This design comes from an exercise in tuning for small area and a short achievable clock period on the open sky130 flow, not from production work. Where RTL was checked, it was by simulation tests only, not by an equivalence proof against the original. The RTL of run 2 was laid out without a check of its function. Power figures rest on the tool's default switching activity, not on a simulated workload.

`flow/run.sh`:
```
#!/bin/bash
# synth_recipe.tcl (not shown) runs the flow's synth.tcl, then flattens the netlist and writes it again
# the make line also repeats each setting of config.mk as NAME=value (left out here)
make -C /OpenROAD-flow-scripts/flow DESIGN_CONFIG=/design/flow/config.mk WORK_HOME=/design/flow/orfs CLKGATE_MAP_FILE= SYNTH_SCRIPT=/design/flow/synth_recipe.tcl finish
```
`flow/config.mk`:
```
export PLATFORM = sky130hd
export DESIGN_NAME = fifo
export DESIGN_NICKNAME = fifo
export VERILOG_FILES = /design/flow/design.v
export SDC_FILE = /design/flow/constraint.sdc
export NUM_CORES = 4
export LEC_CHECK = 0
export CAP_MARGIN = 20
export CORE_MARGIN = 2
export CORE_UTILIZATION = 50
export PLACE_DENSITY = 0.6
export SLEW_MARGIN = 20
```
`flow/constraint.sdc`:
```
create_clock -name core_clock -period 5.0 [get_ports {clk}]
set_input_delay 1.0000 -clock core_clock [delete_from_list [all_inputs] [get_ports {clk}]]
set_output_delay 1.0000 -clock core_clock [all_outputs]
set_load 0.01 [all_outputs]
```
`flow/design.v`:
```
module fifo (
    clk      ,  
    rst      ,  
    data_in  ,  
    rd_en    ,  
    wr_en    ,  
    data_out ,  
    empty    ,  
    full        
);
parameter DATA_WIDTH = 8;
parameter ADDR_WIDTH = 8;
parameter FIFO_DEPTH = (1 << ADDR_WIDTH);
input clk;
input rst;
input rd_en;
input wr_en;
input [DATA_WIDTH-1:0] data_in;
output full;
output empty;
output [DATA_WIDTH-1:0] data_out;
reg [DATA_WIDTH-1:0] mem [0:FIFO_DEPTH-1];
reg [ADDR_WIDTH-1:0] wr_pointer;
reg [ADDR_WIDTH-1:0] rd_pointer;
reg [ADDR_WIDTH:0] status_cnt;
reg [DATA_WIDTH-1:0] data_out;
assign full = (status_cnt == FIFO_DEPTH);
assign empty = (status_cnt == 0);
always @ (posedge clk)
begin : WRITE_POINTER
  if (rst) begin
    wr_pointer <= 0;
  end
  else if (wr_en & ~full) begin
    mem[wr_pointer] <= data_in;
    wr_pointer <= wr_pointer + 1;
  end
end
always @ (posedge clk)
begin : READ_POINTER
  if (rst) begin
    data_out <= 0;
    rd_pointer <= 0;
  end
  else if (rd_en & ~empty) begin
    data_out <= mem[rd_pointer];
    rd_pointer <= rd_pointer + 1;
  end
end
always @ (posedge clk)
begin : STATUS_COUNTER
  if (rst)
    status_cnt <= 0;
  else if (rd_en && !(wr_en && ~full) && (status_cnt != 0))
    status_cnt <= status_cnt - 1;
  else if (wr_en && !(rd_en && !empty) && (status_cnt != FIFO_DEPTH))
    status_cnt <= status_cnt + 1;
end
endmodule
```
==> results.toml, run 1 <==
[outcome]
run_status = "finished clean"

[global_route]
vias_in_the_first_global_route = 39580
antenna_found_initial = 9
grt_pass1_wl_um = 303900
grt_start_max_net_pins = 142
globalRoute.totalOverflow = 0
gr_usage_total_pct = 25.79

[routing]
drt.antenna.violating_nets = 0
route.detailed.drc = 0
routed-via-count = 39680
vias_per_cell = 6.315
route.final.wire_length_um = 213000
first_pass_drt_iterations = 6
routed_wire_length_per_instance_um = 33.90
initialDrtViolationCount = 5656

[timing]
total_of_endpoints_with_negative_setup_slack_in_the_final_report = 0
rsz_0062_raised_after_global_routing = "false"
hold_violations = 0
worst-slew-pin-transition_ns = 1.115
worst_slew_margin_relative_to_its_limit_pct = 25.41
max_clock_freq_ghz = 0.2552
ratio_of_final_minimum_period_to_clock_period_pct = 78.36
maxSlewViolCount = 0
worst_clock_skew_ns = 0.04593
finalCriticalPeriod_ns = 3.918

[clocking]
cts-buffers-inserted = 206
tritoncts = "yes"
clock_latency_ns = 0.87
clock_path_buffers = 3
post_cts_resized = 0
post-cts-setup-buffers = 0
ctsHtreeMaxLevel = 4
cts.hold.buffers_added = 0
root_buffer = "sky130_fd_sc_hd__clkbuf_16"
clkSlewWorstSetupHoldPaths_ns = 0.06
clock_sink_count = 2081

[yosys]
synthesis.area_um2 = 81260
syn_area_per_cell_um2 = 21.36
number_of_nets_produced_by_synthesis = 3830
synth_seq_area_share_pct = 76.50
synth_warnings = 1
synth_edf_count = 2048
async_flop_share_pct = 0
synth.ff_latch_count = 2081
synth_top_cells_by_area = "sky130_fd_sc_hd__edfxtp_1 76%, sky130_fd_sc_hd__mux4_2 14%, sky130_fd_sc_hd__mux2i_1 1.8%"
synth_top_flop_cell = "sky130_fd_sc_hd__edfxtp_1"
synth_cells = 3805
synth_top_area_share_pct = 75.68
synth_top_cell_by_area = "sky130_fd_sc_hd__edfxtp_1"
netlist_cell_types = 70

[place]
dpl.hpwl_um = 129100
dpl.cell_count = 5892
last_weighted_congestion_value_of_the_routability_driven_placer = 0.9301
io_buffers = 21

[cells_and_area]
drive_gt1_share_pct = 24.35
syn_to_final_growth_pct = 12.14
most-common-layout-cells = "2048 x sky130_fd_sc_hd__edfxtp_1, 516 x sky130_fd_sc_hd__mux4_2, 317 x sky130_fd_sc_hd__nor2_1"
post_layout_nonfiller_instances = 6283
final_nets = 3967
layout_commonest_cell = "sky130_fd_sc_hd__edfxtp_1"
finish.utilization_pct = 56.62

[setup_path]
worst-setup-path-type = "reg -> reg"
rr_startpoint = "rd_pointer[0]"
worst-endpoint-required_ns = 5.72
critical_path.max_fanout = 67
arrival_ns = 4.64
crit_path_start = "rd_pointer[0]"
end_kind = "flip-flop"
worst_setup_path_start_kind = "flip-flop"

[power_and_ir_drop]
ir_worst_vdd_mv = 0.4031
power_density_nw_per_um2 = 464.3
power.static_leakage_nw = 27.38

[floorplan]
fp.dieArea_um2 = 165800
pin_count = 22
fp.dieH_um = 407.1
die_width_um = 407.1
placementRows = 147
design.core.area_um2 = 160900
starting_density_pct = 50.49

[job]
max_cap_violations = 0

[min_path]
hold_class = "reg -> reg"
holdCritStartpoint = "status_cnt[5]"
[flip-flops by register name, summed over array words and instances, names as in the netlist]
register,cells
status_cnt,9
mem,2048
data_out,8
rd_pointer,8
wr_pointer,8
[path summary, 6_finish.rpt]
check / to / slack (ns) / cells after the start
hold / removal: status_cnt[5] / 0.50 / 2
setup reg to reg: data_out[7] / 1.08 / 8
hold reg to reg: status_cnt[5] / 0.50 / 2
setup / recovery: data_out[7] / 1.08 / 8
[synthesized netlist by cell type (all sizes together) (19+ instances only)]
master / n
dfxtp: 33
nand3: 21
o22ai: 30
buf: 135
edfxtp: 2048
nor2: 320
a22oi: 31
nor2b: 19
clkbuf: 91
mux4: 516
a221oi: 28
o21ai: 38
mux2i: 149
a21oi: 56
nand2: 73
[cell families (layout without fill, tap and decap cells)]
| group | count (synthesis) | in the layout | synth area share, % |
|---|---|---|---|
| AND/OR/NAND/NOR | 490 | 490 | 2.545 |
| XOR/XNOR | 20 | 20 | 0.2156 |
| other | 0 | 4 | 0 |
| flip-flops | 2081 | 2081 | 76.50 |
| AO/OA/AOI/OAI | 291 | 291 | 2.528 |
| buffers and inverters | 237 | 551 | 1.757 |
| adder cells (fa/ha/maj) | 13 | 13 | 0.2094 |
| multiplexers | 673 | 673 | 16.25 |
[stage by stage]
step	cell area [um^2]	hold WS [ns]	TNS, ns	power [mW]	worst slack [ns]
after floorplan	81260	0.4564	0	24.77	1.419
after global placement	84200	0.4817	-1035.19	27.18	-1.547
after detailed placement	84230	0.4977	0	27.19	0.4288
after CTS	91050	0.5055	0	42.56	1.056
after global routing	91110	0.5186	0	43.57	0.8858
final	91120	0.5009	0	42.31	1.082
[critical path, stage by stage, from the launching register on]
cell and delay [ns]:
sky130_fd_sc_hd__dfxtp_4 0.76, sky130_fd_sc_hd__buf_12 0.50, sky130_fd_sc_hd__mux4_2 0.60, sky130_fd_sc_hd__mux2i_1 0.31, sky130_fd_sc_hd__o22ai_1 0.25, sky130_fd_sc_hd__a31oi_1 0.36
sky130_fd_sc_hd__nand2_1 0.12, sky130_fd_sc_hd__a221oi_1 0.62, sky130_fd_sc_hd__o311ai_1 0.15
[per-layer routing]
metal	track usage, %	routed length (um)	vias up
met1	38.45	89160	21180
met4	8.069	6406	8
met2	38.09	97130	1944
li1	-	-	16190
met5	0	49	-
met3	6.044	20220	355
[where the power goes]
part | internal, mW | switching, mW
combinational | 3.33 | 4.00
clock | 8.74 | 6.78
sequential | 19.2 | 0.235
[area by class of cell]
| type | count | area (um^2) |
|---|---|---|
| fillers | 11790 | 69820 |
| flip-flops and latches | 2081 | 62180 |
| multi-input cells | 1487 | 17770 |
| clock buffers | 241 | 5286 |
| well taps | 2160 | 2703 |
| repair buffers | 155 | 1597 |
| clock inverters | 144 | 1534 |
| inverters | 11 | 41.29 |
| diodes | 4 | 10.01 |
==> run 2, diff against run 1 <==
==> flow/design.v (replaced) <==
module fifo (
    clk      ,  
    rst      ,  
    data_in  ,  
    rd_en    ,  
    wr_en    ,  
    data_out ,  
    empty    ,  
    full        
);
input clk;
input rst;
input rd_en;
input wr_en;
input [7:0] data_in;
output full;
output empty;
output [7:0] data_out;
reg [7:0] data_out;
reg       full;
reg       empty;
reg [7:0] wr_ptr;
reg [7:0] rd_ptr;
reg       phase;
reg [7:0] q [0:255];
wire wr_acc = wr_en & ~full & ~rst;
wire rd_acc = rd_en & ~empty;
wire [7:0] wr_ptr_p1 = wr_ptr + 8'd1;
wire [7:0] rd_ptr_p1 = rd_ptr + 8'd1;
wire almost_full  = (wr_ptr_p1 == rd_ptr);    
wire almost_empty = (rd_ptr_p1 == wr_ptr);    
wire sel_cur  = ~full | rd_en;
wire sel_next = wr_acc & (~almost_full | rd_en);
wire [7:0] col_even = (wr_acc & ~wr_ptr[0]) ? (data_in ^ {8{phase}}) : 8'hff;
wire [7:0] col_odd  = (wr_acc &  wr_ptr[0]) ? (data_in ^ {8{phase}}) : 8'hff;
wire [15:0] wr_hi = 16'd1 << wr_ptr[7:4];
wire [15:0] wr_lo = 16'd1 << wr_ptr[3:0];
wire [15:0] wn_hi = 16'd1 << wr_ptr_p1[7:4];
wire [15:0] wn_lo = 16'd1 << wr_ptr_p1[3:0];
genvar k;
generate
  for (k = 0; k < 256; k = k + 1) begin : row
    wire r = (wr_hi[k >> 4] & wr_lo[k & 15] & sel_cur) |
             (wn_hi[k >> 4] & wn_lo[k & 15] & sel_next) |
             ((k == 0) & rst);
    wire [7:0] c = (k & 1) ? col_odd : col_even;
    always @(posedge clk)
      q[k] <= ~(({8{r}} & c) | q[k]);
  end
endgenerate
wire [15:0] rd_hi = 16'd1 << rd_ptr[7:4];
wire [15:0] rd_lo = 16'd1 << rd_ptr[3:0];
reg  [7:0] rd_data;
integer i;
always @* begin
  rd_data = 8'd0;
  for (i = 0; i < 256; i = i + 1)
    rd_data = rd_data | ({8{rd_hi[i >> 4] & rd_lo[i & 15]}} & q[i]);
end
always @(posedge clk) begin
  phase <= ~phase & ~rst;
  if (rst) begin
    wr_ptr   <= 8'd0;
    rd_ptr   <= 8'd0;
    data_out <= 8'd0;
    full     <= 1'b0;
    empty    <= 1'b1;
  end else begin
    if (wr_acc) wr_ptr <= wr_ptr_p1;
    if (rd_acc) begin
      rd_ptr   <= rd_ptr_p1;
      data_out <= rd_data ^ {8{phase}};
    end
    if (full)  full  <= ~rd_en;
    else       full  <= wr_acc & ~rd_acc & almost_full;
    if (empty) empty <= ~wr_en;
    else       empty <= rd_acc & ~wr_acc & almost_empty;
  end
end
endmodule
--- a/flow/config.mk
+++ b/flow/config.mk
@@ -8,5 +8,6 @@
 export CAP_MARGIN = 20
 export CORE_MARGIN = 2
-export CORE_UTILIZATION = 50
-export PLACE_DENSITY = 0.6
+export CORE_UTILIZATION = 60
+export PLACE_DENSITY = 0.7
+export SETUP_SLACK_MARGIN = 2.6
 export SLEW_MARGIN = 20
==> run 2 against run 1 <==
The flow now stops in global routing (5_1_grt); synthesized cell count rose by 94%; synthesized area decreased by 11%.
==> results.toml, run 2 <==
[place]
postPlaceCellArea_um2 = 79380
last_weighted_congestion_value_of_the_routability_driven_placer = 1.334
dpl.hpwl_um = 313500
detailedPlace.worstSlack_ns = 0.2392
io_buffers = 21
dpl.cell_count = 8792

[yosys]
synth_seq_area_share_pct = 57.49
synthesis.area_um2 = 72250
synth_top_cell_by_area = "sky130_fd_sc_hd__dfxtp_1"
syn_area_per_cell_um2 = 9.783
synth_top_flop_cell = "sky130_fd_sc_hd__dfxtp_1"
number_of_nets_produced_by_synthesis = 7410
synth_top_cells_by_area = "sky130_fd_sc_hd__dfxtp_1 57%, sky130_fd_sc_hd__a21oi_1 15%, sky130_fd_sc_hd__a22oi_1 4.6%"
synth_warnings = 2
async_flop_share_pct = 0
post-synth-top-count-cell = "sky130_fd_sc_hd__a21oi_1"
synth_cells = 7385
synth_edf_count = 0
synth.ff_latch_count = 2075
netlist_cell_types = 87
synth_top_area_share_pct = 57.49
synth_commonest_cells = "2172 x sky130_fd_sc_hd__a21oi_1, 2075 x sky130_fd_sc_hd__dfxtp_1, 467 x sky130_fd_sc_hd__clkbuf_1"

[floorplan]
starting_density_pct = 60.38
placementRows = 127
fp.dieH_um = 351.0
pin_count = 22
die_width_um = 351.0

[clocking]
ctsHtreeMaxLevel = 4
cts.hold.buffers_added = 0
clock_sink_count = 2075
root_buffer = "sky130_fd_sc_hd__clkbuf_16"
clock_path_buffers = 3
cts-buffers-inserted = 197

[global_route]
globalRoute.totalOverflow = 6082
vias_in_the_first_global_route = 96940
grt_start_max_net_pins = 129
gr_usage_total_pct = 98.90
grt_pass1_wl_um = 856300

[outcome]
run_status = "aborted with a tool error"
last_stage_reached = "global routing (5_1_grt)"
run.stop_error = "[ERROR GRT-0116] Global routing finished with congestion. Check the congestion regions in the DRC Viewer."
[run 2: layer usage]
metal / GRT usage (%) / overflow
met1: 95.29 / 768
met2: 110.1 / 3252
met3: 90.84 / 668
met4: 101.1 / 1328
met5: 81.00 / 66
[run 2: kinds of logic after synthesis]
logic type                 Yosys count  synth area share [%]
adders and majority gates           13                0.2251
and+or+nand+nor                   1155                 8.830
muxes                               36                0.5316
xor gates and xnor gates            39                0.5316
AOI/OAI and AO/OA                 3403                 28.63
DFF                               2075                 57.49
buffers and inverters              664                 3.760
[run 2: what timing repair did]
item | CTS
setup buffers | 601
gates cloned | 50
resized for setup | 2293
endpoints found under the setup margin | 2068
pin swaps | 398
[run 2: how the worst max path moves through the flow]
stage / slack (ns) / from / cells past startpoint / to
after floorplan: 1.73 / rd_ptr[2] / 14 / data_out[5]
after global placement: 0.20 / rd_ptr[7] / 11 / data_out[0]
after detailed placement: 0.24 / rd_ptr[7] / 11 / data_out[0]
after CTS: 1.46 / rd_ptr[5] / 11 / data_out[5]
[run 2: power by group through the flow]
stage,clock network [mW],logic (mW),registers [mW]
after CTS,15.5,2.38,17.7
after detailed placement,0,1.77,17.9
after global placement,0,1.73,17.9
after floorplan,0,0.971,17.8

re-timing with driven ports:
How much do the figures lean on ideal ports? The routed layout below was timed once more, with nothing changed but the port constraints.
Step 1, drivers: a clkbuf_16 drives clk and a buf_2 each remaining input, both assumed.
Step 2 also shifts input and output timing later by t, the mid clock arrival at the registers, as if the neighbouring blocks saw the same clock.
a / b / c = ideal / step 1 / step 2; a / b = the first two.
run: run 1
t, ns: 0.935
slack for setup (ns): 1.082 / 1.082 / 0.393
worst setup path at the end: input to register
worst data-port slew with drivers (ns): 0.04
After both steps setup and hold are still met in run 1. For run 1, drivers alone change the setup slack by 0.000 ns; drivers and shift together by -0.689 ns.
